Background: an optimization exercise with open tools, aiming at small area. Do not read the settings as production practice. Only simulation tests tie the RTL to the original design; equivalence was not proved.

--- design/flow/flow/run.sh ---
#!/bin/bash
# Own layout flow, built on the standard ORFS flow (standard.sh):
#  1. the standard synthesis, unchanged;
#  2. every combinational cell of the synthesized netlist swapped for the smallest drive
#     strength of the same cell (downsize.sed; registers are left alone), since the clock
#     period leaves ample slack; the resizer fixes any slew or capacitance limit later;
#  3. the standard layout with minimum-size port buffers (every port still gets one) and a
#     clock tree of small buffers without dummy loads.
set -euo pipefail
R=orfs/results/sky130hd/life16/base
bash standard.sh synth > synth.log 2>&1
sed -i -f flow/downsize.sed $R/1_2_yosys.v
rm -f $R/1_synth.odb $R/1_synth.sdc
bash standard.sh synth > synth_odb.log 2>&1
bash standard.sh \
  "BUFFER_PORTS_ARGS=-buffer_cell sky130_fd_sc_hd__buf_1" \
  "CTS_ARGS=-sink_clustering_enable -repair_clock_nets -dont_use_dummy_load -buf_list {sky130_fd_sc_hd__clkbuf_4} -sink_clustering_size 8 -sink_clustering_max_diameter 50" \
  finish > layout.log 2>&1
--- design/flow/flow/downsize.sed ---
s/\bsky130_fd_sc_hd__a2111o_2\b/sky130_fd_sc_hd__a2111o_1/g
s/\bsky130_fd_sc_hd__a2111o_4\b/sky130_fd_sc_hd__a2111o_1/g
s/\bsky130_fd_sc_hd__a2111oi_1\b/sky130_fd_sc_hd__a2111oi_0/g
s/\bsky130_fd_sc_hd__a2111oi_2\b/sky130_fd_sc_hd__a2111oi_0/g
s/\bsky130_fd_sc_hd__a2111oi_4\b/sky130_fd_sc_hd__a2111oi_0/g
s/\bsky130_fd_sc_hd__a211o_2\b/sky130_fd_sc_hd__a211o_1/g
s/\bsky130_fd_sc_hd__a211o_4\b/sky130_fd_sc_hd__a211o_1/g
s/\bsky130_fd_sc_hd__a211oi_2\b/sky130_fd_sc_hd__a211oi_1/g
s/\bsky130_fd_sc_hd__a211oi_4\b/sky130_fd_sc_hd__a211oi_1/g
s/\bsky130_fd_sc_hd__a21bo_4\b/sky130_fd_sc_hd__a21bo_1/g
s/\bsky130_fd_sc_hd__a21boi_2\b/sky130_fd_sc_hd__a21boi_0/g
s/\bsky130_fd_sc_hd__a21boi_4\b/sky130_fd_sc_hd__a21boi_0/g
s/\bsky130_fd_sc_hd__a21o_2\b/sky130_fd_sc_hd__a21o_1/g
s/\bsky130_fd_sc_hd__a21o_4\b/sky130_fd_sc_hd__a21o_1/g
s/\bsky130_fd_sc_hd__a21oi_2\b/sky130_fd_sc_hd__a21oi_1/g
s/\bsky130_fd_sc_hd__a21oi_4\b/sky130_fd_sc_hd__a21oi_1/g
s/\bsky130_fd_sc_hd__a221o_2\b/sky130_fd_sc_hd__a221o_1/g
s/\bsky130_fd_sc_hd__a221o_4\b/sky130_fd_sc_hd__a221o_1/g
s/\bsky130_fd_sc_hd__a221oi_2\b/sky130_fd_sc_hd__a221oi_1/g
s/\bsky130_fd_sc_hd__a221oi_4\b/sky130_fd_sc_hd__a221oi_1/g
s/\bsky130_fd_sc_hd__a22o_2\b/sky130_fd_sc_hd__a22o_1/g
s/\bsky130_fd_sc_hd__a22o_4\b/sky130_fd_sc_hd__a22o_1/g
s/\bsky130_fd_sc_hd__a22oi_2\b/sky130_fd_sc_hd__a22oi_1/g
s/\bsky130_fd_sc_hd__a22oi_4\b/sky130_fd_sc_hd__a22oi_1/g
s/\bsky130_fd_sc_hd__a2bb2o_2\b/sky130_fd_sc_hd__a2bb2o_1/g
s/\bsky130_fd_sc_hd__a2bb2o_4\b/sky130_fd_sc_hd__a2bb2o_1/g
s/\bsky130_fd_sc_hd__a2bb2oi_2\b/sky130_fd_sc_hd__a2bb2oi_1/g
s/\bsky130_fd_sc_hd__a2bb2oi_4\b/sky130_fd_sc_hd__a2bb2oi_1/g
s/\bsky130_fd_sc_hd__a311o_2\b/sky130_fd_sc_hd__a311o_1/g
s/\bsky130_fd_sc_hd__a311o_4\b/sky130_fd_sc_hd__a311o_1/g
s/\bsky130_fd_sc_hd__a311oi_2\b/sky130_fd_sc_hd__a311oi_1/g
s/\bsky130_fd_sc_hd__a311oi_4\b/sky130_fd_sc_hd__a311oi_1/g
s/\bsky130_fd_sc_hd__a31o_4\b/sky130_fd_sc_hd__a31o_1/g
s/\bsky130_fd_sc_hd__a31oi_2\b/sky130_fd_sc_hd__a31oi_1/g
s/\bsky130_fd_sc_hd__a31oi_4\b/sky130_fd_sc_hd__a31oi_1/g
s/\bsky130_fd_sc_hd__a32o_2\b/sky130_fd_sc_hd__a32o_1/g
s/\bsky130_fd_sc_hd__a32o_4\b/sky130_fd_sc_hd__a32o_1/g
s/\bsky130_fd_sc_hd__a32oi_2\b/sky130_fd_sc_hd__a32oi_1/g
s/\bsky130_fd_sc_hd__a32oi_4\b/sky130_fd_sc_hd__a32oi_1/g
s/\bsky130_fd_sc_hd__a41o_2\b/sky130_fd_sc_hd__a41o_1/g
s/\bsky130_fd_sc_hd__a41o_4\b/sky130_fd_sc_hd__a41o_1/g
s/\bsky130_fd_sc_hd__a41oi_2\b/sky130_fd_sc_hd__a41oi_1/g
s/\bsky130_fd_sc_hd__a41oi_4\b/sky130_fd_sc_hd__a41oi_1/g
s/\bsky130_fd_sc_hd__and2_2\b/sky130_fd_sc_hd__and2_0/g
s/\bsky130_fd_sc_hd__and2_4\b/sky130_fd_sc_hd__and2_0/g
s/\bsky130_fd_sc_hd__and2b_2\b/sky130_fd_sc_hd__and2b_1/g
s/\bsky130_fd_sc_hd__and2b_4\b/sky130_fd_sc_hd__and2b_1/g
s/\bsky130_fd_sc_hd__and3_2\b/sky130_fd_sc_hd__and3_1/g
s/\bsky130_fd_sc_hd__and3_4\b/sky130_fd_sc_hd__and3_1/g
s/\bsky130_fd_sc_hd__and3b_2\b/sky130_fd_sc_hd__and3b_1/g
s/\bsky130_fd_sc_hd__and3b_4\b/sky130_fd_sc_hd__and3b_1/g
s/\bsky130_fd_sc_hd__and4_2\b/sky130_fd_sc_hd__and4_1/g
s/\bsky130_fd_sc_hd__and4_4\b/sky130_fd_sc_hd__and4_1/g
s/\bsky130_fd_sc_hd__and4b_2\b/sky130_fd_sc_hd__and4b_1/g
s/\bsky130_fd_sc_hd__and4b_4\b/sky130_fd_sc_hd__and4b_1/g
s/\bsky130_fd_sc_hd__and4bb_4\b/sky130_fd_sc_hd__and4bb_1/g
s/\bsky130_fd_sc_hd__buf_2\b/sky130_fd_sc_hd__buf_1/g
s/\bsky130_fd_sc_hd__buf_4\b/sky130_fd_sc_hd__buf_1/g
s/\bsky130_fd_sc_hd__buf_6\b/sky130_fd_sc_hd__buf_1/g
s/\bsky130_fd_sc_hd__buf_8\b/sky130_fd_sc_hd__buf_1/g
s/\bsky130_fd_sc_hd__buf_12\b/sky130_fd_sc_hd__buf_1/g
s/\bsky130_fd_sc_hd__buf_16\b/sky130_fd_sc_hd__buf_1/g
s/\bsky130_fd_sc_hd__fa_2\b/sky130_fd_sc_hd__fa_1/g
s/\bsky130_fd_sc_hd__fa_4\b/sky130_fd_sc_hd__fa_1/g
s/\bsky130_fd_sc_hd__ha_2\b/sky130_fd_sc_hd__ha_1/g
s/\bsky130_fd_sc_hd__ha_4\b/sky130_fd_sc_hd__ha_1/g
s/\bsky130_fd_sc_hd__inv_4\b/sky130_fd_sc_hd__inv_1/g
s/\bsky130_fd_sc_hd__inv_6\b/sky130_fd_sc_hd__inv_1/g
s/\bsky130_fd_sc_hd__inv_8\b/sky130_fd_sc_hd__inv_1/g
s/\bsky130_fd_sc_hd__inv_12\b/sky130_fd_sc_hd__inv_1/g
s/\bsky130_fd_sc_hd__inv_16\b/sky130_fd_sc_hd__inv_1/g
s/\bsky130_fd_sc_hd__maj3_2\b/sky130_fd_sc_hd__maj3_1/g
s/\bsky130_fd_sc_hd__maj3_4\b/sky130_fd_sc_hd__maj3_1/g
s/\bsky130_fd_sc_hd__mux2_4\b/sky130_fd_sc_hd__mux2_1/g
s/\bsky130_fd_sc_hd__mux2_8\b/sky130_fd_sc_hd__mux2_1/g
s/\bsky130_fd_sc_hd__mux2i_2\b/sky130_fd_sc_hd__mux2i_1/g
s/\bsky130_fd_sc_hd__mux2i_4\b/sky130_fd_sc_hd__mux2i_1/g
s/\bsky130_fd_sc_hd__mux4_4\b/sky130_fd_sc_hd__mux4_2/g
s/\bsky130_fd_sc_hd__mux4_1\b/sky130_fd_sc_hd__mux4_2/g
s/\bsky130_fd_sc_hd__nand2_2\b/sky130_fd_sc_hd__nand2_1/g
s/\bsky130_fd_sc_hd__nand2_4\b/sky130_fd_sc_hd__nand2_1/g
s/\bsky130_fd_sc_hd__nand2_8\b/sky130_fd_sc_hd__nand2_1/g
s/\bsky130_fd_sc_hd__nand2b_2\b/sky130_fd_sc_hd__nand2b_1/g
s/\bsky130_fd_sc_hd__nand2b_4\b/sky130_fd_sc_hd__nand2b_1/g
s/\bsky130_fd_sc_hd__nand3_2\b/sky130_fd_sc_hd__nand3_1/g
s/\bsky130_fd_sc_hd__nand3_4\b/sky130_fd_sc_hd__nand3_1/g
s/\bsky130_fd_sc_hd__nand3b_2\b/sky130_fd_sc_hd__nand3b_1/g
s/\bsky130_fd_sc_hd__nand3b_4\b/sky130_fd_sc_hd__nand3b_1/g
s/\bsky130_fd_sc_hd__nand4_2\b/sky130_fd_sc_hd__nand4_1/g
s/\bsky130_fd_sc_hd__nand4_4\b/sky130_fd_sc_hd__nand4_1/g
s/\bsky130_fd_sc_hd__nand4b_2\b/sky130_fd_sc_hd__nand4b_1/g
s/\bsky130_fd_sc_hd__nand4b_4\b/sky130_fd_sc_hd__nand4b_1/g
s/\bsky130_fd_sc_hd__nand4bb_2\b/sky130_fd_sc_hd__nand4bb_1/g
s/\bsky130_fd_sc_hd__nand4bb_4\b/sky130_fd_sc_hd__nand4bb_1/g
s/\bsky130_fd_sc_hd__nor2_2\b/sky130_fd_sc_hd__nor2_1/g
s/\bsky130_fd_sc_hd__nor2_4\b/sky130_fd_sc_hd__nor2_1/g
s/\bsky130_fd_sc_hd__nor2_8\b/sky130_fd_sc_hd__nor2_1/g
s/\bsky130_fd_sc_hd__nor2b_2\b/sky130_fd_sc_hd__nor2b_1/g
s/\bsky130_fd_sc_hd__nor2b_4\b/sky130_fd_sc_hd__nor2b_1/g
s/\bsky130_fd_sc_hd__nor3_2\b/sky130_fd_sc_hd__nor3_1/g
s/\bsky130_fd_sc_hd__nor3_4\b/sky130_fd_sc_hd__nor3_1/g
s/\bsky130_fd_sc_hd__nor3b_2\b/sky130_fd_sc_hd__nor3b_1/g
s/\bsky130_fd_sc_hd__nor3b_4\b/sky130_fd_sc_hd__nor3b_1/g
s/\bsky130_fd_sc_hd__nor4_2\b/sky130_fd_sc_hd__nor4_1/g
s/\bsky130_fd_sc_hd__nor4_4\b/sky130_fd_sc_hd__nor4_1/g
s/\bsky130_fd_sc_hd__nor4b_2\b/sky130_fd_sc_hd__nor4b_1/g
s/\bsky130_fd_sc_hd__nor4b_4\b/sky130_fd_sc_hd__nor4b_1/g
s/\bsky130_fd_sc_hd__nor4bb_2\b/sky130_fd_sc_hd__nor4bb_1/g
s/\bsky130_fd_sc_hd__nor4bb_4\b/sky130_fd_sc_hd__nor4bb_1/g
s/\bsky130_fd_sc_hd__o2111a_2\b/sky130_fd_sc_hd__o2111a_1/g
s/\bsky130_fd_sc_hd__o2111a_4\b/sky130_fd_sc_hd__o2111a_1/g
s/\bsky130_fd_sc_hd__o2111ai_2\b/sky130_fd_sc_hd__o2111ai_1/g
s/\bsky130_fd_sc_hd__o2111ai_4\b/sky130_fd_sc_hd__o2111ai_1/g
s/\bsky130_fd_sc_hd__o211a_4\b/sky130_fd_sc_hd__o211a_1/g
s/\bsky130_fd_sc_hd__o211ai_2\b/sky130_fd_sc_hd__o211ai_1/g
s/\bsky130_fd_sc_hd__o211ai_4\b/sky130_fd_sc_hd__o211ai_1/g
s/\bsky130_fd_sc_hd__o21a_2\b/sky130_fd_sc_hd__o21a_1/g
s/\bsky130_fd_sc_hd__o21a_4\b/sky130_fd_sc_hd__o21a_1/g
s/\bsky130_fd_sc_hd__o21ai_2\b/sky130_fd_sc_hd__o21ai_0/g
s/\bsky130_fd_sc_hd__o21ai_4\b/sky130_fd_sc_hd__o21ai_0/g
s/\bsky130_fd_sc_hd__o21ba_4\b/sky130_fd_sc_hd__o21ba_1/g
s/\bsky130_fd_sc_hd__o21bai_2\b/sky130_fd_sc_hd__o21bai_1/g
s/\bsky130_fd_sc_hd__o21bai_4\b/sky130_fd_sc_hd__o21bai_1/g
s/\bsky130_fd_sc_hd__o221a_4\b/sky130_fd_sc_hd__o221a_1/g
s/\bsky130_fd_sc_hd__o221ai_2\b/sky130_fd_sc_hd__o221ai_1/g
s/\bsky130_fd_sc_hd__o221ai_4\b/sky130_fd_sc_hd__o221ai_1/g
s/\bsky130_fd_sc_hd__o22a_2\b/sky130_fd_sc_hd__o22a_1/g
s/\bsky130_fd_sc_hd__o22a_4\b/sky130_fd_sc_hd__o22a_1/g
s/\bsky130_fd_sc_hd__o22ai_2\b/sky130_fd_sc_hd__o22ai_1/g
s/\bsky130_fd_sc_hd__o22ai_4\b/sky130_fd_sc_hd__o22ai_1/g
s/\bsky130_fd_sc_hd__o2bb2a_2\b/sky130_fd_sc_hd__o2bb2a_1/g
s/\bsky130_fd_sc_hd__o2bb2a_4\b/sky130_fd_sc_hd__o2bb2a_1/g
s/\bsky130_fd_sc_hd__o2bb2ai_2\b/sky130_fd_sc_hd__o2bb2ai_1/g
s/\bsky130_fd_sc_hd__o2bb2ai_4\b/sky130_fd_sc_hd__o2bb2ai_1/g
s/\bsky130_fd_sc_hd__o311a_2\b/sky130_fd_sc_hd__o311a_1/g
s/\bsky130_fd_sc_hd__o311a_4\b/sky130_fd_sc_hd__o311a_1/g
s/\bsky130_fd_sc_hd__o311ai_2\b/sky130_fd_sc_hd__o311ai_0/g
s/\bsky130_fd_sc_hd__o311ai_4\b/sky130_fd_sc_hd__o311ai_0/g
s/\bsky130_fd_sc_hd__o31a_2\b/sky130_fd_sc_hd__o31a_1/g
s/\bsky130_fd_sc_hd__o31a_4\b/sky130_fd_sc_hd__o31a_1/g
s/\bsky130_fd_sc_hd__o31ai_2\b/sky130_fd_sc_hd__o31ai_1/g
s/\bsky130_fd_sc_hd__o31ai_4\b/sky130_fd_sc_hd__o31ai_1/g
s/\bsky130_fd_sc_hd__o32a_2\b/sky130_fd_sc_hd__o32a_1/g
s/\bsky130_fd_sc_hd__o32a_4\b/sky130_fd_sc_hd__o32a_1/g
s/\bsky130_fd_sc_hd__o32ai_2\b/sky130_fd_sc_hd__o32ai_1/g
s/\bsky130_fd_sc_hd__o32ai_4\b/sky130_fd_sc_hd__o32ai_1/g
s/\bsky130_fd_sc_hd__o41a_2\b/sky130_fd_sc_hd__o41a_1/g
s/\bsky130_fd_sc_hd__o41a_4\b/sky130_fd_sc_hd__o41a_1/g
s/\bsky130_fd_sc_hd__o41ai_2\b/sky130_fd_sc_hd__o41ai_1/g
s/\bsky130_fd_sc_hd__o41ai_4\b/sky130_fd_sc_hd__o41ai_1/g
s/\bsky130_fd_sc_hd__or2_4\b/sky130_fd_sc_hd__or2_0/g
s/\bsky130_fd_sc_hd__or2b_2\b/sky130_fd_sc_hd__or2b_1/g
s/\bsky130_fd_sc_hd__or2b_4\b/sky130_fd_sc_hd__or2b_1/g
s/\bsky130_fd_sc_hd__or3_2\b/sky130_fd_sc_hd__or3_1/g
s/\bsky130_fd_sc_hd__or3_4\b/sky130_fd_sc_hd__or3_1/g
s/\bsky130_fd_sc_hd__or3b_4\b/sky130_fd_sc_hd__or3b_1/g
s/\bsky130_fd_sc_hd__or4_2\b/sky130_fd_sc_hd__or4_1/g
s/\bsky130_fd_sc_hd__or4_4\b/sky130_fd_sc_hd__or4_1/g
s/\bsky130_fd_sc_hd__or4b_4\b/sky130_fd_sc_hd__or4b_1/g
s/\bsky130_fd_sc_hd__or4bb_2\b/sky130_fd_sc_hd__or4bb_1/g
s/\bsky130_fd_sc_hd__or4bb_4\b/sky130_fd_sc_hd__or4bb_1/g
s/\bsky130_fd_sc_hd__sdlclkp_2\b/sky130_fd_sc_hd__sdlclkp_1/g
s/\bsky130_fd_sc_hd__sdlclkp_4\b/sky130_fd_sc_hd__sdlclkp_1/g
s/\bsky130_fd_sc_hd__xnor2_2\b/sky130_fd_sc_hd__xnor2_1/g
s/\bsky130_fd_sc_hd__xnor2_4\b/sky130_fd_sc_hd__xnor2_1/g
s/\bsky130_fd_sc_hd__xnor3_2\b/sky130_fd_sc_hd__xnor3_1/g
s/\bsky130_fd_sc_hd__xnor3_4\b/sky130_fd_sc_hd__xnor3_1/g
s/\bsky130_fd_sc_hd__xor2_2\b/sky130_fd_sc_hd__xor2_1/g
s/\bsky130_fd_sc_hd__xor2_4\b/sky130_fd_sc_hd__xor2_1/g
s/\bsky130_fd_sc_hd__xor3_2\b/sky130_fd_sc_hd__xor3_1/g
s/\bsky130_fd_sc_hd__xor3_4\b/sky130_fd_sc_hd__xor3_1/g
--- design/flow/standard.sh ---
#!/bin/bash
# synth_recipe.tcl (not shown) runs the flow's synth.tcl, then flattens the netlist and writes it again
# the make line also repeats each setting of config.mk as NAME=value (left out here)
make -C /OpenROAD-flow-scripts/flow DESIGN_CONFIG=/design/flow/config.mk WORK_HOME=/design/flow/orfs CLKGATE_MAP_FILE= SYNTH_SCRIPT=/design/flow/synth_recipe.tcl "${@:-finish}"
--- design/flow/config.mk ---
export PLATFORM = sky130hd
export DESIGN_NAME = life16
export DESIGN_NICKNAME = life16
export VERILOG_FILES = /design/flow/design.v
export SDC_FILE = /design/flow/constraint.sdc
export NUM_CORES = 4
export LEC_CHECK = 0
export CAP_MARGIN = 20
export CORE_MARGIN = 2
export CORE_UTILIZATION = 40
export SLEW_MARGIN = 20
export SYNTH_HIERARCHICAL = 1
--- design/flow/constraint.sdc ---
create_clock -name core_clock -period 5.0 [get_ports {clk}]
set_input_delay 1.0000 -clock core_clock [delete_from_list [all_inputs] [get_ports {clk}]]
set_output_delay 1.0000 -clock core_clock [all_outputs]
set_load 0.01 [all_outputs]
--- design/flow/design.v ---
module life16(input clk, input load, input [255:0] data, output reg [255:0] q);
wire [255:0] t0, t1, nxt;
genvar r, c;
generate
  for (r = 0; r < 16; r = r + 1) begin : row
    for (c = 0; c < 16; c = c + 1) begin : col
      lf_fa tri3 (.a(q[r*16 + (c+15)%16]), .b(q[r*16 + c]), .c(q[r*16 + (c+1)%16]), .s(t0[r*16+c]), .co(t1[r*16+c]));
    end
  end
  for (r = 0; r < 16; r = r + 2) begin : pr
    for (c = 0; c < 16; c = c + 1) begin : col
      wire a0 = t0[r*16+c], a1 = t1[r*16+c], b0 = t0[(r+1)*16+c], b1 = t1[(r+1)*16+c];
      wire p0, k0, x1, d1, n1, nz0, o0, nk0, nr0, nr1, nr2, nr3;
      lf_ha h0 (.a(a0), .b(b0), .s(p0), .co(k0));
      lf_ha h1 (.a(a1), .b(b1), .s(x1), .co(d1));
      lf_nor2 g1 (.a(a1), .b(b1), .y(n1));
      lf_nor2 g2 (.a(a0), .b(b0), .y(nz0));
      lf_inv g3 (.a(nz0), .y(o0));
      lf_nand2 g4 (.a(a0), .b(b0), .y(nk0));
      lf_nand2 g5 (.a(n1), .b(nk0), .y(nr0));
      lf_a22oi g6 (.a1(n1), .a2(o0), .b1(x1), .b2(nz0), .y(nr1));
      lf_a22oi g7 (.a1(n1), .a2(k0), .b1(x1), .b2(nk0), .y(nr2));
      lf_a22oi g8 (.a1(x1), .a2(o0), .b1(d1), .b2(nz0), .y(nr3));
      lf_cell up (.clk(clk), .load(load), .d(data[r*16+c]), .s(q[r*16+c]), .p0(p0),
                  .t0(t0[((r+15)%16)*16+c]), .t1(t1[((r+15)%16)*16+c]),
                  .nr0(nr0), .nr1(nr1), .nr2(nr2), .nr3(nr3), .nx(nxt[r*16+c]));
      lf_cell dn (.clk(clk), .load(load), .d(data[(r+1)*16+c]), .s(q[(r+1)*16+c]), .p0(p0),
                  .t0(t0[((r+2)%16)*16+c]), .t1(t1[((r+2)%16)*16+c]),
                  .nr0(nr0), .nr1(nr1), .nr2(nr2), .nr3(nr3), .nx(nxt[(r+1)*16+c]));
    end
  end
endgenerate
always @(posedge clk) q <= nxt;
endmodule
module lf_cell(input clk, input load, input d, input s, input p0, input t0, input t1,
               input nr0, input nr1, input nr2, input nr3, output nx);
wire nf1, z, h;
lf_mux4 m (.a0(nr3), .a1(nr2), .a2(nr1), .a3(nr0), .s0(t0), .s1(t1), .y(nf1));
lf_xor2 x (.a(p0), .b(t0), .y(z));
lf_o21bai o (.a1(s), .a2(z), .b1n(load), .y(h));
lf_a2bb2o a (.a1n(nf1), .a2n(h), .b1(load), .b2(d), .x(nx));
endmodule
module lf_fa(input a, input b, input c, output s, output co); assign {co, s} = a + b + c; endmodule
module lf_ha(input a, input b, output s, output co); assign {co, s} = a + b; endmodule
module lf_inv(input a, output y); assign y = ~a; endmodule
module lf_nor2(input a, input b, output y); assign y = ~(a | b); endmodule
module lf_nand2(input a, input b, output y); assign y = ~(a & b); endmodule
module lf_xor2(input a, input b, output y); assign y = a ^ b; endmodule
module lf_a22oi(input a1, input a2, input b1, input b2, output y); assign y = ~((a1 & a2) | (b1 & b2)); endmodule
module lf_o21bai(input a1, input a2, input b1n, output y); assign y = ~((a1 | a2) & ~b1n); endmodule
module lf_a2bb2o(input a1n, input a2n, input b1, input b2, output x); assign x = (~a1n & ~a2n) | (b1 & b2); endmodule
module lf_mux4(input a0, input a1, input a2, input a3, input s0, input s1, output y);
assign y = s1 ? (s0 ? a3 : a2) : (s0 ? a1 : a0);
endmodule
==> results of run 1 <==
==> area by class of cell <==
| class | instances | area (µm²) |
|---|---|---|
| diodes | 11 | 27.5 |
| clock buffers | 57 | 428 |
| fillers | 7299 | 41500 |
| inverters | 128 | 480 |
| multi-input cells | 2432 | 25300 |
| flip-flops and latches | 256 | 5120 |
| well taps | 1030 | 1290 |
| repair buffers | 521 | 2030 |
==> cells in the final DEF (no fill, tap or decap), types with 11 or more instances in the layout <==
cell type    n
buf_1      512
a22oi_1    384
o2bb2ai_1  256
mux4_2     256
o21bai_1   256
xor2_1     256
nor2_1     256
nand2_1    256
ha_1       256
fa_1       256
dfxtp_1    256
inv_1      128
clkbuf_4    58
diode_2     11
==> worst paths after layout <==
path                       from             end  slack, ns
setup / recovery  q[54]$_DFF_P_           q[54]       2.25
hold / removal        data[195]  q[195]$_DFF_P_       0.30
setup reg to reg   q[3]$_DFF_P_    q[2]$_DFF_P_       2.65
hold reg to reg   q[51]$_DFF_P_   q[51]$_DFF_P_       0.67
==> layer usage <==
metal | GRT usage (%) | routed length (µm) | up-vias
met2 | 43.1 | 49600 | 1034
met5 | 0 | 100 | -
met3 | 4.24 | 7330 | 186
met4 | 7.67 | 3020 | 16
li1 | - | - | 12309
met1 | 33.8 | 42900 | 13511
==> worst register-to-register path, delay by kind of cell (launching register included) <==
| family | cells | cell delay [ns] |
|---|---|---|
| compound gates | 2 | 0.26 |
| simple gates | 1 | 0.21 |
| fa+ha+maj | 1 | 0.62 |
| flops | 1 | 0.65 |
| mux | 1 | 0.48 |
==> metrics by stage <==
step / worst slack [ns] / cell area [µm²]
after global routing: 2.12 / 34700
after floorplan: 3.08 / 30900
after global placement: 2.38 / 34200
final: 2.25 / 34700
after CTS: 2.14 / 34700
after detailed placement: 2.36 / 34200
==> impl_metrics.toml, run 1 <==
[final_layout]
largest_reg_flops = 256
final_util_pct = 45.5
drive_gt1_share_pct = 9.49
syn_to_final_growth_pct = 12.2
regMostFlops = "q"
finalNetCount = 4166
reg_top3 = "q: 256 flops"
instances_no_fill = 4435

[timing]
min_period_over_period_pct = 55.0
worst_pin_slew_ns = 0.866
slew_headroom_pct = 42.3
finalSetupViolCount = 0
drv_slew = 0
rsz0062_at_grt = "false"
clock_skew_ns = 0.0932
whs_ns = 0.305
max_freq_mhz = 364
hold_violations = 0
post-route-min-period_ns = 2.75
tns_ns = 0

[floorplanning]
row_count = 101
io_pins = 514
die_area_mm2 = 0.0795
die_h_um = 282
fp.dieW_um = 282
start_util_pct = 40.6
core_mm2 = 0.0762

[clock_tree]
postCtsSetupBuffers = 0
cts_max_level = 2
clockBufferDepth = 3
cts_made_buffers = 57
cts_sinks = 256
cts_tree = "built"
path_clk_slew_ns = 0.10
clk_latency_ns = 0.90
cts_hold_buf = 0
cts_root_buf = "clkbuf_4"
cts_resized = 0

[drt]
drtIter0Drc = 2157
wl_um = 103000
avgViaCountPerCell = 6.10
wire_per_inst_um = 23.2
ant_nets = 0
vias = 27056
drc = 0
drt_first_pass_iters = 6

[grt]
grt_pass1_wl_um = 155000
grt_max_degree = 164
track_usage_pct = 25.6
antenna_found_initial = 19
grt_pass1_vias = 25991
gr-total-overflow = 0

[setup_path]
crit_cells = 1
path_class = "reg -> out"
critPathCaptureType = "output port"
cp_data_required_time_ns = 4.00
max_stage_delay_ns = 0.66
cp_max_fo = 5
critPathTopFamily = "flip-flops"
r2r_cells = 5
arrival_ns = 1.75
critPathLaunchType = "flip-flop"
crit_slowest_cell = "dfxtp_1"
critical_path_buf_inv_count = 1
path_cells = "buf_1"

[placed_design]
place_inst = 4367
io_buffers = 513
place.gp.congestion = 0.951
dp_hpwl_um = 85400

[logic_synthesis]
syn_area_per_cell_um2 = 11.0
synthCells = 2816
netlist_area_mm2 = 0.0309
synth_nets = 3586
yosysWarnings = 7

[job]
maxCapViolations = 0

[min_path]
hold_path.class = "in -> reg"
hold-path-cell-count = 2

[outcome]
outcome = "no timing/DRC/antenna violations"
==> run 2, diff against run 1 <==
--- a/design/flow/design.v
+++ b/design/flow/design.v
@@ -10,17 +10,20 @@
   for (r = 0; r < 16; r = r + 2) begin : pr
     for (c = 0; c < 16; c = c + 1) begin : col
       wire a0 = t0[r*16+c], a1 = t1[r*16+c], b0 = t0[(r+1)*16+c], b1 = t1[(r+1)*16+c];
-      wire p0, k0, x1, d1, n1, nz0, o0, nk0, nr0, nr1, nr2, nr3;
-      lf_ha h0 (.a(a0), .b(b0), .s(p0), .co(k0));
-      lf_ha h1 (.a(a1), .b(b1), .s(x1), .co(d1));
-      lf_nor2 g1 (.a(a1), .b(b1), .y(n1));
-      lf_nor2 g2 (.a(a0), .b(b0), .y(nz0));
-      lf_inv g3 (.a(nz0), .y(o0));
-      lf_nand2 g4 (.a(a0), .b(b0), .y(nk0));
+      wire p0, k0, x1, d1, nd1, n1, nz0, o0, nk0, nr0, nr1, nr2, nr3;
+      lf_nor2 g0 (.a(a0), .b(b0), .y(nz0));
+      lf_inv g1 (.a(nz0), .y(o0));
+      lf_nand2 g2 (.a(a0), .b(b0), .y(nk0));
+      lf_inv g3 (.a(nk0), .y(k0));
+      lf_nor2 g4 (.a(nz0), .b(k0), .y(p0));
+      lf_nor2 g10 (.a(a1), .b(b1), .y(n1));
+      lf_nand2 g11 (.a(a1), .b(b1), .y(nd1));
+      lf_inv g12 (.a(nd1), .y(d1));
+      lf_nor2 g13 (.a(n1), .b(d1), .y(x1));
       lf_nand2 g5 (.a(n1), .b(nk0), .y(nr0));
-      lf_a22oi g6 (.a1(n1), .a2(o0), .b1(x1), .b2(nz0), .y(nr1));
-      lf_a22oi g7 (.a1(n1), .a2(k0), .b1(x1), .b2(nk0), .y(nr2));
-      lf_a22oi g8 (.a1(x1), .a2(o0), .b1(d1), .b2(nz0), .y(nr3));
+      lf_o22ai g6 (.a1(n1), .a2(nz0), .b1(x1), .b2(o0), .y(nr1));
+      lf_o22ai g7 (.a1(n1), .a2(nk0), .b1(x1), .b2(k0), .y(nr2));
+      lf_o22ai g8 (.a1(x1), .a2(nz0), .b1(d1), .b2(o0), .y(nr3));
       lf_cell up (.clk(clk), .load(load), .d(data[r*16+c]), .s(q[r*16+c]), .p0(p0),
                   .t0(t0[((r+15)%16)*16+c]), .t1(t1[((r+15)%16)*16+c]),
                   .nr0(nr0), .nr1(nr1), .nr2(nr2), .nr3(nr3), .nx(nxt[r*16+c]));
@@ -34,11 +37,12 @@
 endmodule
 module lf_cell(input clk, input load, input d, input s, input p0, input t0, input t1,
                input nr0, input nr1, input nr2, input nr3, output nx);
-wire nf1, z, h;
+wire nf1, z, nsz, nld;
 lf_mux4 m (.a0(nr3), .a1(nr2), .a2(nr1), .a3(nr0), .s0(t0), .s1(t1), .y(nf1));
 lf_xor2 x (.a(p0), .b(t0), .y(z));
-lf_o21bai o (.a1(s), .a2(z), .b1n(load), .y(h));
-lf_a2bb2o a (.a1n(nf1), .a2n(h), .b1(load), .b2(d), .x(nx));
+lf_nor2 n (.a(s), .b(z), .y(nsz));
+lf_nand2 l (.a(load), .b(d), .y(nld));
+lf_o31ai o (.a1(load), .a2(nsz), .a3(nf1), .b1(nld), .y(nx));
 endmodule
 module lf_fa(input a, input b, input c, output s, output co); assign {co, s} = a + b + c; endmodule
 module lf_ha(input a, input b, output s, output co); assign {co, s} = a + b; endmodule
@@ -47,6 +51,8 @@
 module lf_nand2(input a, input b, output y); assign y = ~(a & b); endmodule
 module lf_xor2(input a, input b, output y); assign y = a ^ b; endmodule
 module lf_a22oi(input a1, input a2, input b1, input b2, output y); assign y = ~((a1 & a2) | (b1 & b2)); endmodule
+module lf_o22ai(input a1, input a2, input b1, input b2, output y); assign y = ~((a1 | a2) & (b1 | b2)); endmodule
+module lf_o31ai(input a1, input a2, input a3, input b1, output y); assign y = ~((a1 | a2 | a3) & b1); endmodule
 module lf_o21bai(input a1, input a2, input b1n, output y); assign y = ~((a1 | a2) & ~b1n); endmodule
 module lf_a2bb2o(input a1n, input a2n, input b1, input b2, output x); assign x = (~a1n & ~a2n) | (b1 & b2); endmodule
 module lf_mux4(input a0, input a1, input a2, input a3, input s0, input s1, output y);
--- a/design/flow/config.mk
+++ b/design/flow/config.mk
@@ -7,6 +7,6 @@
 export LEC_CHECK = 0
 export CAP_MARGIN = 20
 export CORE_MARGIN = 2
-export CORE_UTILIZATION = 40
+export CORE_UTILIZATION = 60
 export SLEW_MARGIN = 20
 export SYNTH_HIERARCHICAL = 1
==> run 2 against run 1 <==
- clock skew is 0.039 ns lower
- global-route usage is 15 points higher
- first-iteration DRC count is 48% higher
- still clean on timing, DRC and antenna
- design area is 6.3% lower
- worst setup slack better by 0.011 ns
- routed wire length is 0.99% higher
==> impl_metrics.toml, run 2 <==
[final_layout]
most-common-layout-cells = "nor2_1, nand2_1, buf_1"
instances_no_fill = 4652
regMostFlops = "q"
finalNetCount = 4539
reg_top3 = "q: 256 flops"
largest_reg_flops = 256
syn_to_final_growth_pct = 10.8
final_util_pct = 67.8
final_common_cell = "nor2_1"
fin_area_mm2 = 0.0325
drive_gt1_share_pct = 7.73

[timing]
max_freq_mhz = 365
worst_pin_slew_ns = 0.896
slew_headroom_pct = 40.2
finalSetupViolCount = 0
clock_skew_ns = 0.0543
post-route-min-period_ns = 2.74
tns_ns = 0
rsz0062_at_grt = "false"
min_period_over_period_pct = 54.8
hold_violations = 0
drv_slew = 0

[placed_design]
place.gp.congestion = 0.992
placed_area_mm2 = 0.0321
io_buffers = 513
place_inst = 4590
dp_hpwl_um = 85200

[floorplanning]
row_count = 80
core_mm2 = 0.0479
start_util_pct = 61.1
io_pins = 514
die_h_um = 225
die_area_mm2 = 0.0506
fp.dieW_um = 225

[min_path]
min-delay-start = "data[164]"
hold-path-cell-count = 3
hold_path.class = "in -> reg"
hold_end = "q[164]$_DFF_P_"

[setup_path]
r2r-start = "q[114]$_DFF_P_"
max_stage_delay_ns = 0.59
arrival_ns = 1.74
crit_slowest_cell = "dfxtp_1"
cp_data_required_time_ns = 4.00
critical_path_buf_inv_count = 1
critPathCaptureType = "output port"
path_class = "reg -> out"
critPathLaunchType = "flip-flop"
critPathTopFamily = "flip-flops"
cp_max_fo = 5
timing.rr.end = "q[113]$_DFF_P_"
r2r_slack_ns = 2.49
r2r_cells = 5
path_cells = "buf_1"

[clock_tree]
cts_resized = 0
cts_made_buffers = 48
cts_sinks = 256
cts_max_level = 2
cts_root_buf = "clkbuf_4"
postCtsSetupBuffers = 0
cts_hold_buf = 0
cts_tree = "built"
clockBufferDepth = 3
clk_latency_ns = 0.85
path_clk_slew_ns = 0.11

[grt]
grt_pass1_wl_um = 158000
grt_max_degree = 176
track_usage_pct = 40.4
gr-total-overflow = 0
grt_pass1_vias = 29508
antenna_found_initial = 18

[logic_synthesis]
netlist_area_mm2 = 0.0293
syn_area_per_cell_um2 = 8.48
synthCells = 3456
yosysWarnings = 7
synth_nets = 3970

[drt]
drc = 0
wire_per_inst_um = 22.4
ant_nets = 0
vias = 30298
drt_first_pass_iters = 6
avgViaCountPerCell = 6.51
wl_um = 104000
drtIter0Drc = 3194

[job]
maxCapViolations = 0

[outcome]
outcome = "no timing/DRC/antenna violations"
run 2: cell count changes in the layout (fill, tap and decap cells not counted), sizes merged, moves of 9 or more:
| cell | before | now |
|---|---|---|
| nor2 | 256 | 768 |
| o22ai | 0 | 384 |
| o21bai | 256 | 0 |
| inv | 128 | 384 |
| a22oi | 384 | 0 |
| o31ai | 0 | 256 |
| ha | 256 | 0 |
| nand2 | 256 | 640 |
| o2bb2ai | 256 | 0 |
| clkbuf | 58 | 49 |
run 2: through the flow:
| step | setup WS [ns] | hold WS, ns |
|---|---|---|
| floorplan | 2.96 | 0.606 |
| global placement | 2.48 | 0.603 |
| detailed placement | 2.40 | 0.625 |
| CTS | 2.21 | 0.249 |
| global route | 2.21 | 0.309 |
| finish | 2.26 | 0.317 |
run 2: cell type report:
class,count,area (µm²)
sequential,256,5120
clock buffer,48,360
inverter,384,1440
antenna,14,35.0
timing repair buffer,519,2010
multi-input combinational,2816,22700
tap,615,769
fill,3970,15500
run 2: per-layer routing:
metal  global-route usage, %  wire, µm  part of all wire (%)
met4                    22.3      6170                   5.9
met3                    9.04     12000                    12
met2                    65.0     48300                    46
met1                    50.9     37500                    36
met5                       0        87                 0.084
run 2: worst max-delay path by stage:
stage / start / to / slack, ns / depth (start not counted)
6_report: q[234]$_DFF_P_ / q[234] / 2.26 / 1
5_1_grt: q[234]$_DFF_P_ / q[234] / 2.21 / 1
4_1_cts: q[5]$_DFF_P_ / q[5] / 2.21 / 1
3_5_place_dp: load / q[35]$_DFF_P_ / 2.40 / 4
3_3_place_gp: load / q[164]$_DFF_P_ / 2.48 / 4
2_1_floorplan: q[17]$_DFF_P_ / q[0]$_DFF_P_ / 2.96 / 5
==> run 3, diff against run 2 <==
--- a/design/flow/config.mk
+++ b/design/flow/config.mk
@@ -7,6 +7,6 @@
 export LEC_CHECK = 0
 export CAP_MARGIN = 20
 export CORE_MARGIN = 2
-export CORE_UTILIZATION = 60
+export CORE_UTILIZATION = 40
 export SLEW_MARGIN = 20
 export SYNTH_HIERARCHICAL = 1
==> run 3 against run 2 <==
- utilization shrank 22 points
- routed wire length is 3.3% lower
- design area rose by 1.6%
- sequential cell count unchanged
- non-clock buffer count down 1
==> impl_metrics.toml, run 3 <==
[setup_path]
arrival_ns = 1.74
max_stage_delay_ns = 0.66
r2r-start = "q[210]$_DFF_P_"
critPathLaunchType = "flip-flop"
timing.rr.end = "q[195]$_DFF_P_"
critical_path_buf_inv_count = 1
path_class = "reg -> out"
r2r_cells = 5
r2r_slack_ns = 2.53
cp_max_fo = 5
crit_slowest_cell = "dfxtp_1"
path_cells = "buf_1"
cp_data_required_time_ns = 4.00
critPathTopFamily = "flip-flops"
critPathCaptureType = "output port"

[floorplanning]
row_count = 99
die_h_um = 275
core_mm2 = 0.0727
die_area_mm2 = 0.0755
start_util_pct = 40.3
io_pins = 514
fp.dieW_um = 275

[placed_design]
placed_area_mm2 = 0.0325
pre_cts_ws_ns = 2.39
dp_hpwl_um = 83200
place.gp.congestion = 0.968
io_buffers = 513

[grt]
antenna_found_initial = 10
grt_pass1_wl_um = 151000
gr-total-overflow = 0
track_usage_pct = 26.2
grt_pass1_vias = 26567
grt_max_degree = 123

[final_layout]
regMostFlops = "q"
most-common-layout-cells = "nor2_1, nand2_1, buf_1"
syn_to_final_growth_pct = 12.6
final_common_cell = "nor2_1"
finalNetCount = 4550
num-fill-cells = 7251
reg_top3 = "q: 256 flops"
largest_reg_flops = 256
drive_gt1_share_pct = 7.98
fin_area_mm2 = 0.0330

[drt]
wl_met2_um = 46400
wire_per_inst_um = 20.1
drtIter0Drc = 2232
drt_first_pass_iters = 6
vias = 28499
highest_layer = "met5"
drc = 0
wl_um = 101000
ant_nets = 0
avgViaCountPerCell = 5.70
routed-wl-met3_um = 8000
drt-met1-wl_um = 41200

[timing]
drv_slew = 0
worst_pin_slew_ns = 0.914
min_period_over_period_pct = 54.8
finalSetupViolCount = 0
clock_skew_ns = 0.0760
tns_ns = 0
rsz0062_at_grt = "false"
post-route-min-period_ns = 2.74
setup_slack_ns = 2.26
max_freq_mhz = 365
slew_headroom_pct = 39.0
hold_violations = 0

[clock_tree]
cts_max_level = 2
postCtsSetupBuffers = 0
clk_latency_ns = 0.89
clockBufferDepth = 3
path_clk_slew_ns = 0.10
cts_sinks = 256
cts_root_buf = "clkbuf_4"
cts_tree = "built"
cts_made_buffers = 60
cts_resized = 0
cts_hold_buf = 0

[job]
maxCapViolations = 0

[min_path]
min-delay-start = "data[113]"
hold_path.class = "in -> reg"
hold_end = "q[113]$_DFF_P_"
hold-path-cell-count = 3

[logic_synthesis]
netlist_area_mm2 = 0.0293
synthCells = 3456
synth_nets = 3970
syn_area_per_cell_um2 = 8.48
yosysWarnings = 7

[outcome]
outcome = "no timing/DRC/antenna violations"
-- run 3: cell types whose count changed in the layout (fill, tap and decap cells not counted) --
cell and change:
buf_12 +2, buf_4 -3, clkbuf_4 +12, diode_2 -9
-- run 3: routing by layer --
layer	vias up	track usage [%]
met5	-	0
li1	13434	-
met1	13623	34.0
met3	258	5.04
met2	1174	42.3
met4	10	12.0
-- run 3: metrics by stage --
stage | utilization, % | hold WS [ns] | cells
global route | 45.4 | 0.250 | 4998
global placement | 44.7 | 0.631 | 4933
detailed placement | 44.7 | 0.638 | 4933
CTS | 45.4 | 0.197 | 4993
floorplan | - | 0.606 | 3456
finish | 45.4 | 0.297 | 4998
-- run 3: how the worst max path moves through the flow --
stage | slack [ns] | cells after the start | start | endpoint
4_1_cts | 2.16 | 1 | q[90]$_DFF_P_ | q[90]
3_5_place_dp | 2.39 | 4 | load | q[73]$_DFF_P_
5_1_grt | 2.17 | 1 | q[72]$_DFF_P_ | q[72]
6_report | 2.26 | 1 | q[210]$_DFF_P_ | q[210]
2_1_floorplan | 2.96 | 5 | q[17]$_DFF_P_ | q[0]$_DFF_P_
3_3_place_gp | 2.43 | 3 | load | q[10]$_DFF_P_
-- run 3: area by class of cell --
| cell class | count | area, µm² | share of cell area [%] |
|---|---|---|---|
| timing repair buffer | 518 | 2030 | 6.15 |
| clock buffer | 60 | 450 | 1.36 |
| sequential | 256 | 5120 | 15.5 |
| inverter | 384 | 1440 | 4.37 |
| tap | 959 | 1200 | 3.64 |
| multi-input combinational | 2816 | 22700 | 68.9 |
| antenna | 5 | 12.5 | 0.0379 |
==> run 4, diff against run 3 <==
--- a/design/flow/flow/run.sh
+++ b/design/flow/flow/run.sh
@@ -14,5 +14,5 @@
 bash standard.sh synth > synth_odb.log 2>&1
 bash standard.sh \
   "BUFFER_PORTS_ARGS=-buffer_cell sky130_fd_sc_hd__buf_1" \
-  "CTS_ARGS=-sink_clustering_enable -repair_clock_nets -dont_use_dummy_load -buf_list {sky130_fd_sc_hd__clkbuf_4} -sink_clustering_size 8 -sink_clustering_max_diameter 50" \
+  "CTS_ARGS=-sink_clustering_enable -repair_clock_nets -dont_use_dummy_load -buf_list {sky130_fd_sc_hd__clkbuf_8} -sink_clustering_size 16 -sink_clustering_max_diameter 80" \
   finish > layout.log 2>&1
==> run 4 against run 3 <==
- cell count is 0.58% lower
- first-iteration DRC count is 0.18% higher
- synthesized cell count stayed put
- global-route usage is 0.24 points lower
- still clean
- maximum frequency is 6.9% higher
- worst hold slack better by 0.19 ns
- critical path type unchanged
==> impl_metrics.toml, run 4 <==
[outcome]
outcome = "no timing/DRC/antenna violations"

[floorplanning]
row_count = 99
io_pins = 514
fp.dieW_um = 275
die_area_mm2 = 0.0755
die_h_um = 275
core_mm2 = 0.0727
start_util_pct = 40.3

[setup_path]
crit_slowest_cell = "dfxtp_1"
r2r_cells = 5
timing.rr.end = "q[193]$_DFF_P_"
path_class = "reg -> out"
critical_path_buf_inv_count = 1
cp_data_required_time_ns = 4.00
r2r_slack_ns = 2.56
r2r-start = "q[210]$_DFF_P_"
critPathCaptureType = "output port"
path_cells = "buf_1"
cp_max_fo = 5
critPathLaunchType = "flip-flop"
startpoint = "q[58]$_DFF_P_"
arrival_ns = 1.56
worstSetupEndpoint = "q[58]"
max_stage_delay_ns = 0.67
critPathTopFamily = "flip-flops"
crit_cells = 1

[clock_tree]
path_clk_slew_ns = 0.11
clockBufferDepth = 3
cts_tree = "built"
cts_root_buf = "clkbuf_8"
cts_max_level = 1
cts_hold_buf = 0
cts_sinks = 256
postCtsSetupBuffers = 0
cts_made_buffers = 31
clk_latency_ns = 0.69
cts_resized = 0

[grt]
track_usage_pct = 25.9
grt_max_degree = 123
grt_pass1_vias = 26345
antenna_found_initial = 9
grt_pass1_wl_um = 151000
gr-total-overflow = 0

[timing]
clock_skew_ns = 0.0530
max_freq_mhz = 390
slew_headroom_pct = 39.0
hold_violations = 0
min_period_over_period_pct = 51.2
drv_slew = 0
finalSetupViolCount = 0
worst_pin_slew_ns = 0.914
rsz0062_at_grt = "false"
setup_slack_ns = 2.44
post-route-min-period_ns = 2.56
tns_ns = 0

[logic_synthesis]
yosysWarnings = 7
synth_nets = 3970
syn_area_per_cell_um2 = 8.48
netlist_area_mm2 = 0.0293
synthCells = 3456

[placed_design]
pre_cts_ws_ns = 2.39
dp_hpwl_um = 83200
place.gp.congestion = 0.968
io_buffers = 513
placed_area_mm2 = 0.0325

[drt]
avgViaCountPerCell = 5.70
wire_per_inst_um = 20.1
ant_nets = 0
drtIter0Drc = 2236
vias = 28329
drt_first_pass_iters = 6
wl_um = 100000
drc = 0

[final_layout]
regMostFlops = "q"
syn_to_final_growth_pct = 12.5
most-common-layout-cells = "nor2_1, nand2_1, buf_1"
drive_gt1_share_pct = 7.32
final_util_pct = 45.4
largest_reg_flops = 256
fin_area_mm2 = 0.0330
num-fill-cells = 7236
finalNetCount = 4521
reg_top3 = "q: 256 flops"
final_common_cell = "nor2_1"

[job]
maxCapViolations = 0

[min_path]
hold_path.class = "in -> reg"
run 4: worst min-delay path by stage:
| stage | depth (start not counted) | from | slack (ns) | endpoint |
|---|---|---|---|---|
| after floorplan | 2 | q[0]$_DFF_P_ | 0.61 | q[0]$_DFF_P_ |
| after global placement | 2 | q[253]$_DFF_P_ | 0.63 | q[253]$_DFF_P_ |
| after detailed placement | 2 | q[101]$_DFF_P_ | 0.64 | q[101]$_DFF_P_ |
| after CTS | 3 | data[80] | 0.42 | q[80]$_DFF_P_ |
| after global routing | 3 | data[47] | 0.47 | q[47]$_DFF_P_ |
| final | 3 | data[80] | 0.49 | q[80]$_DFF_P_ |
run 4: metal layers:
| metal | global-route usage (%) | vias up | routed length (µm) | share of wire, % |
|---|---|---|---|---|
| met5 | 0 | - | 51 | 0.051 |
| met4 | 9.91 | 8 | 4180 | 4.2 |
| met3 | 3.68 | 213 | 7910 | 7.9 |
| met2 | 42.9 | 1171 | 46700 | 47 |
| met1 | 34.4 | 13558 | 41200 | 41 |
| li1 | - | 13379 | - | - |
run 4: final cells by class:
cell class                 count  area [µm²]  area share (%)
sequential                   256        5120            15.5
clock buffer                  31         427            1.29
antenna                        5        12.5          0.0379
timing repair buffer         518        2030            6.15
multi-input combinational   2816       22700            69.0
tap                          959        1200            3.64
inverter                     384        1440            4.37
run 4: worst min-delay path, cell delays in order:
cell and delay (ns):
buf_1 0.06, nand2_1 0.04, o31ai_1 0.05
run 4: through the flow:
stage | hold WS [ns] | std cells
finish | 0.488 | 4969
global placement | 0.631 | 4933
floorplan | 0.606 | 3456
global route | 0.468 | 4969
CTS | 0.424 | 4964
detailed placement | 0.638 | 4933
==> run 5, diff against run 4 <==
--- a/design/flow/config.mk
+++ b/design/flow/config.mk
@@ -7,6 +7,6 @@
 export LEC_CHECK = 0
 export CAP_MARGIN = 20
 export CORE_MARGIN = 2
-export CORE_UTILIZATION = 40
+export CORE_UTILIZATION = 50
 export SLEW_MARGIN = 20
 export SYNTH_HIERARCHICAL = 1
==> run 5 against run 4 <==
- still clean
- first-iteration DRC count grew 19%
- count of clock-buffer cells in the layout grew 3
- worst hold slack gained 0.066 ns
- utilization grew 11 points
- register-to-register slack lost 0.04 ns
- largest cell class unchanged
- highest routed layer unchanged
==> impl_metrics.toml, run 5 <==
[outcome]
outcome = "no timing/DRC/antenna violations"

[timing]
finalSetupViolCount = 0
worst_pin_slew_ns = 0.883
clock_skew_ns = 0.0565
hold_violations = 0
tns_ns = 0
slew_headroom_pct = 41.1
post-route-min-period_ns = 2.49
rsz0062_at_grt = "false"
drv_slew = 0
max_freq_mhz = 402
min_period_over_period_pct = 49.7

[floorplanning]
core_mm2 = 0.0578
start_util_pct = 50.7
die_h_um = 246
io_pins = 514
die_area_mm2 = 0.0606
row_count = 88
fp.dieW_um = 246

[final_layout]
drive_gt1_share_pct = 7.41
final_util_pct = 56.7
num-fill-cells = 5280
final_common_cell = "nor2_1"
finalNetCount = 4525
most-common-layout-cells = "nor2_1, nand2_1, buf_1"
syn_to_final_growth_pct = 11.9
reg_top3 = "q: 256 flops"
regMostFlops = "q"
largest_reg_flops = 256

[logic_synthesis]
netlist_area_mm2 = 0.0293
syn_area_per_cell_um2 = 8.48
yosysWarnings = 7
synth_nets = 3970
synthCells = 3456

[clock_tree]
cts_hold_buf = 0
cts_tree = "built"
cts_max_level = 2
cts_resized = 0
path_clk_slew_ns = 0.11
clk_latency_ns = 0.62
cts_root_buf = "clkbuf_8"
cts_sinks = 256
clockBufferDepth = 3
postCtsSetupBuffers = 0
cts_made_buffers = 34

[setup_path]
critPathTopFamily = "flip-flops"
critPathLaunchType = "flip-flop"
arrival_ns = 1.49
path_class = "reg -> out"
cp_data_required_time_ns = 4.00
critical_path_buf_inv_count = 1
max_stage_delay_ns = 0.54
cp_max_fo = 5
path_cells = "buf_1"
crit_slowest_cell = "dfxtp_1"
critPathCaptureType = "output port"

[drt]
avgViaCountPerCell = 6.14
wire_per_inst_um = 22.5
ant_nets = 0
drt_first_pass_iters = 8
vias = 29378
drc = 0
wl_um = 108000
drtIter0Drc = 2652

[job]
maxCapViolations = 0

[grt]
gr-total-overflow = 0
grt_max_degree = 104
grt_pass1_wl_um = 162000
track_usage_pct = 34.9
antenna_found_initial = 14
grt_pass1_vias = 28688

[placed_design]
io_buffers = 513
place.gp.congestion = 0.982
dp_hpwl_um = 89600

[min_path]
hold_path.class = "in -> reg"
-- run 5: through the flow --
stage / std cells / hold WS (ns) / area (µm²) / setup slack [ns]
after floorplan: 3456 / 0.606 / 29300 / 2.96
after global placement: 4740 / 0.606 / 32300 / 2.54
after detailed placement: 4740 / 0.615 / 32300 / 2.47
after CTS: 4774 / 0.513 / 32800 / 2.46
after global routing: 4779 / 0.552 / 32800 / 2.37
final: 4784 / 0.554 / 32800 / 2.51
-- run 5: layout make-up --
type | count | area [µm²] | area share, %
multi-input cells | 2816 | 22700 | 69.3
repair buffers | 519 | 2040 | 6.21
well taps | 765 | 957 | 2.92
clock buffers | 34 | 468 | 1.43
flip-flops and latches | 256 | 5120 | 15.6
inverters | 384 | 1440 | 4.40
diodes | 10 | 25.0 | 0.0763
-- run 5: per-layer routing --
metal	routed length [µm]	track usage (%)	vias to the layer above	part of all wire, %
met5	92	0	-	0.085
met4	5400	16.4	14	5.0
met3	10500	8.76	303	9.8
met2	50400	57.1	1473	47
met1	41300	43.4	14227	38
li1	-	-	13361	-
-- run 5: worst paths after layout --
path,startpoint,to,slack (ns),cells past startpoint
setup / recovery,q[5]$_DFF_P_,q[5],2.51,1
hold / removal,data[48],q[48]$_DFF_P_,0.55,3
setup reg to reg,q[148]$_DFF_P_,q[149]$_DFF_P_,2.52,5
hold reg to reg,q[78]$_DFF_P_,q[78]$_DFF_P_,0.62,2
==> run 6, diff against run 5 <==
==> design/flow/design.v (replaced) <==
module life16(
    input clk,
    input load,
    input [255:0] data,
    output reg [255:0] q);
wire [255:0] t0, t1, nxt;
genvar r, c;
generate
  for (r = 0; r < 16; r = r + 1) begin : row
    for (c = 0; c < 16; c = c + 1) begin : col
      lf_fa tri3 (.a(q[r*16 + (c+15)%16]), .b(q[r*16 + c]), .c(q[r*16 + (c+1)%16]),
                  .s(t0[r*16 + c]), .co(t1[r*16 + c]));
    end
  end
  for (r = 0; r < 16; r = r + 2) begin : pr
    for (c = 0; c < 16; c = c + 1) begin : col
      wire a0 = t0[r*16 + c], a1 = t1[r*16 + c];
      wire b0 = t0[(r+1)*16 + c], b1 = t1[(r+1)*16 + c];
      wire nz0, o0, nk0, k0, p0, n1, nd1, d1, x1, nr0, nr1, nr2, nr3;
      lf_nor2  g0 (.a(a0), .b(b0), .y(nz0));
      lf_inv   g1 (.a(nz0), .y(o0));
      lf_nand2 g2 (.a(a0), .b(b0), .y(nk0));
      lf_inv   g3 (.a(nk0), .y(k0));
      lf_nor2  g4 (.a(nz0), .b(k0), .y(p0));
      lf_nor2  g5 (.a(a1), .b(b1), .y(n1));
      lf_nand2 g6 (.a(a1), .b(b1), .y(nd1));
      lf_inv   g7 (.a(nd1), .y(d1));
      lf_nor2  g8 (.a(n1), .b(d1), .y(x1));
      lf_nand2 g9  (.a(n1), .b(nk0), .y(nr0));                         
      lf_o22ai g10 (.a1(n1), .a2(nz0), .b1(x1), .b2(o0), .y(nr1));     
      lf_o22ai g11 (.a1(n1), .a2(nk0), .b1(x1), .b2(k0), .y(nr2));     
      lf_o22ai g12 (.a1(x1), .a2(nz0), .b1(d1), .b2(o0), .y(nr3));     
      lf_cell up (.load(load), .d(data[r*16 + c]), .s(q[r*16 + c]), .p0(p0),
                  .t0(t0[((r+15)%16)*16 + c]), .t1(t1[((r+15)%16)*16 + c]),
                  .nr0(nr0), .nr1(nr1), .nr2(nr2), .nr3(nr3), .nx(nxt[r*16 + c]));
      lf_cell dn (.load(load), .d(data[(r+1)*16 + c]), .s(q[(r+1)*16 + c]), .p0(p0),
                  .t0(t0[((r+2)%16)*16 + c]), .t1(t1[((r+2)%16)*16 + c]),
                  .nr0(nr0), .nr1(nr1), .nr2(nr2), .nr3(nr3), .nx(nxt[(r+1)*16 + c]));
    end
  end
endgenerate
always @(posedge clk) q <= nxt;
endmodule
module lf_cell(input load, input d, input s, input p0, input t0, input t1,
               input nr0, input nr1, input nr2, input nr3, output nx);
wire nf1, z, nsz, nld;
lf_mux4  m (.a0(nr3), .a1(nr2), .a2(nr1), .a3(nr0), .s0(t0), .s1(t1), .y(nf1));  
lf_xor2  x (.a(p0), .b(t0), .y(z));                                             
lf_nor2  n (.a(s), .b(z), .y(nsz));
lf_nand2 l (.a(load), .b(d), .y(nld));
lf_o31ai o (.a1(load), .a2(nsz), .a3(nf1), .b1(nld), .y(nx));
endmodule
module lf_fa(input a, input b, input c, output s, output co); assign {co, s} = a + b + c; endmodule
module lf_inv(input a, output y); assign y = ~a; endmodule
module lf_nor2(input a, input b, output y); assign y = ~(a | b); endmodule
module lf_nand2(input a, input b, output y); assign y = ~(a & b); endmodule
module lf_xor2(input a, input b, output y); assign y = a ^ b; endmodule
module lf_o22ai(input a1, input a2, input b1, input b2, output y); assign y = ~((a1 | a2) & (b1 | b2)); endmodule
module lf_o31ai(input a1, input a2, input a3, input b1, output y); assign y = ~((a1 | a2 | a3) & b1); endmodule
module lf_mux4(input a0, input a1, input a2, input a3, input s0, input s1, output y);
assign y = s1 ? (s0 ? a3 : a2) : (s0 ? a1 : a0);
endmodule
--- a/design/flow/flow/run.sh
+++ b/design/flow/flow/run.sh
@@ -14,5 +14,5 @@
 bash standard.sh synth > synth_odb.log 2>&1
 bash standard.sh \
   "BUFFER_PORTS_ARGS=-buffer_cell sky130_fd_sc_hd__buf_1" \
-  "CTS_ARGS=-sink_clustering_enable -repair_clock_nets -dont_use_dummy_load -buf_list {sky130_fd_sc_hd__clkbuf_8} -sink_clustering_size 16 -sink_clustering_max_diameter 80" \
+  "CTS_ARGS=-sink_clustering_enable -repair_clock_nets -dont_use_dummy_load -buf_list {sky130_fd_sc_hd__clkbuf_4} -sink_clustering_size 8 -sink_clustering_max_diameter 50" \
   finish > layout.log 2>&1
--- a/design/flow/config.mk
+++ b/design/flow/config.mk
@@ -7,6 +7,6 @@
 export LEC_CHECK = 0
 export CAP_MARGIN = 20
 export CORE_MARGIN = 2
-export CORE_UTILIZATION = 50
+export CORE_UTILIZATION = 40
 export SLEW_MARGIN = 20
 export SYNTH_HIERARCHICAL = 1
==> run 6 against run 5 <==
- still clean
- die area is 25% higher
- synthesized area stayed put
- worst setup slack worse by 0.28 ns
- critical endpoint is now q[21]
- largest cell class unchanged
==> impl_metrics.toml, run 6 <==
[logic_synthesis]
syn_area_per_cell_um2 = 8.48
netlist_area_mm2 = 0.0293
synthCells = 3456
synth_nets = 3970
yosysWarnings = 7

[final_layout]
most-common-layout-cells = "nor2_1, nand2_1, buf_1"
syn_to_final_growth_pct = 12.5
regMostFlops = "q"
largest_reg_flops = 256
final_common_cell = "nor2_1"
finalNetCount = 4550
instances_no_fill = 4996
reg_top3 = "q: 256 flops"
num-fill-cells = 7209
drive_gt1_share_pct = 7.98

[timing]
rsz0062_at_grt = "false"
setup_slack_ns = 2.23
tns_ns = 0
finalSetupViolCount = 0
hold_violations = 0
slew_headroom_pct = 46.8
post-route-min-period_ns = 2.77
drv_slew = 0
worst_pin_slew_ns = 0.798
whs_ns = 0.313
clock_skew_ns = 0.0680
max_freq_mhz = 361
min_period_over_period_pct = 55.4

[job]
maxCapViolations = 0

[placed_design]
io_buffers = 513
pre_cts_ws_ns = 2.46
place_inst = 4935
dp_hpwl_um = 83200
place.gp.congestion = 0.949

[clock_tree]
cts_max_level = 2
cts_sinks = 256
cts_tree = "built"
cts_resized = 0
cts_hold_buf = 0
cts_made_buffers = 58
clockBufferDepth = 3
postCtsSetupBuffers = 0
clk_latency_ns = 0.88
path_clk_slew_ns = 0.09
cts_root_buf = "clkbuf_4"

[floorplanning]
start_util_pct = 40.3
fp.dieW_um = 275
io_pins = 514
row_count = 99
die_area_mm2 = 0.0755
die_h_um = 275
core_mm2 = 0.0727

[drt]
drtIter0Drc = 2303
drc = 0
drt_first_pass_iters = 6
wl_um = 101000
ant_nets = 0
wire_per_inst_um = 20.1
avgViaCountPerCell = 5.71
vias = 28540

[setup_path]
critPathCaptureType = "output port"
r2r_slack_ns = 2.55
crit_slowest_cell = "dfxtp_1"
critPathTopFamily = "flip-flops"
cp_data_required_time_ns = 4.00
critPathLaunchType = "flip-flop"
cp_max_fo = 5
path_cells = "buf_1"
max_stage_delay_ns = 0.60
critical_path_buf_inv_count = 1
arrival_ns = 1.77
path_class = "reg -> out"

[grt]
grt_max_degree = 129
grt_pass1_wl_um = 150000
antenna_found_initial = 7
gr-total-overflow = 0
track_usage_pct = 26.0
grt_pass1_vias = 26384

[min_path]
hold_path.class = "in -> reg"

[outcome]
outcome = "no timing/DRC/antenna violations"
## run 6: metrics by stage
step	area, µm²	util (%)
after floorplan	29300	-
after global placement	32500	44.8
after detailed placement	32500	44.8
after CTS	33000	45.4
after global routing	33000	45.4
final	33000	45.4
## run 6: worst paths after layout
kind             startpoint             end  depth (start not counted)
max           q[21]$_DFF_P_           q[21]                          1
min                data[12]   q[12]$_DFF_P_                          3
max reg2reg  q[106]$_DFF_P_  q[105]$_DFF_P_                          5
min reg2reg  q[141]$_DFF_P_  q[141]$_DFF_P_                          2
## run 6: routing by layer
| layer | global-route usage [%] | wire (µm) |
|---|---|---|
| met1 | 34.5 | 41500 |
| met2 | 42.9 | 47200 |
| met3 | 3.83 | 7650 |
| met4 | 10.4 | 4140 |
| met5 | 0 | 44 |
## run 6: layout make-up
cell class / instances / area, µm² / share of cell area (%)
sequential: 256 / 5120 / 15.5
timing repair buffer: 520 / 2030 / 6.16
inverter: 384 / 1440 / 4.37
clock buffer: 58 / 435 / 1.32
antenna: 3 / 7.51 / 0.0228
multi-input combinational: 2816 / 22700 / 69.0
tap: 959 / 1200 / 3.64

## re-timing with driven ports
The flow's constraints put no driver on any port. The routed layouts listed below were extracted and timed again, unchanged, in two steps.
Step 1 assumes that a clkbuf_16 drives the clock port and a buf_2 every other input.
Step 2, shift: input delay + t, output delay - t, t = (earliest + latest rising clock arrival at the registers) / 2. This alone moves slack from input paths to output paths.
a / b / c = ideal ports / drivers / drivers and shift; a / b = the first two.
run | shift t [ns] | slack for setup (ns) | worst setup path after step 2
run 1 | 0.903 | 2.251 / 2.197 / 2.321 | input to register
run 2 | 0.889 | 2.262 / 2.203 / 2.316 | input to register
run 3 | 0.915 | 2.260 / 2.198 / 2.322 | input to register
run 4 | 0.732 | 2.438 / 2.373 / 2.317 | input to register
run 5 | 0.658 | 2.513 / 2.448 / 2.426 | input to register
run 6 | 0.897 | 2.232 / 2.170 / 2.423 | input to register
After both steps setup and hold are still met in every run listed. The setup slack of run 4, which loses most, moves by -0.065 ns with the drivers and by -0.121 ns with both steps.
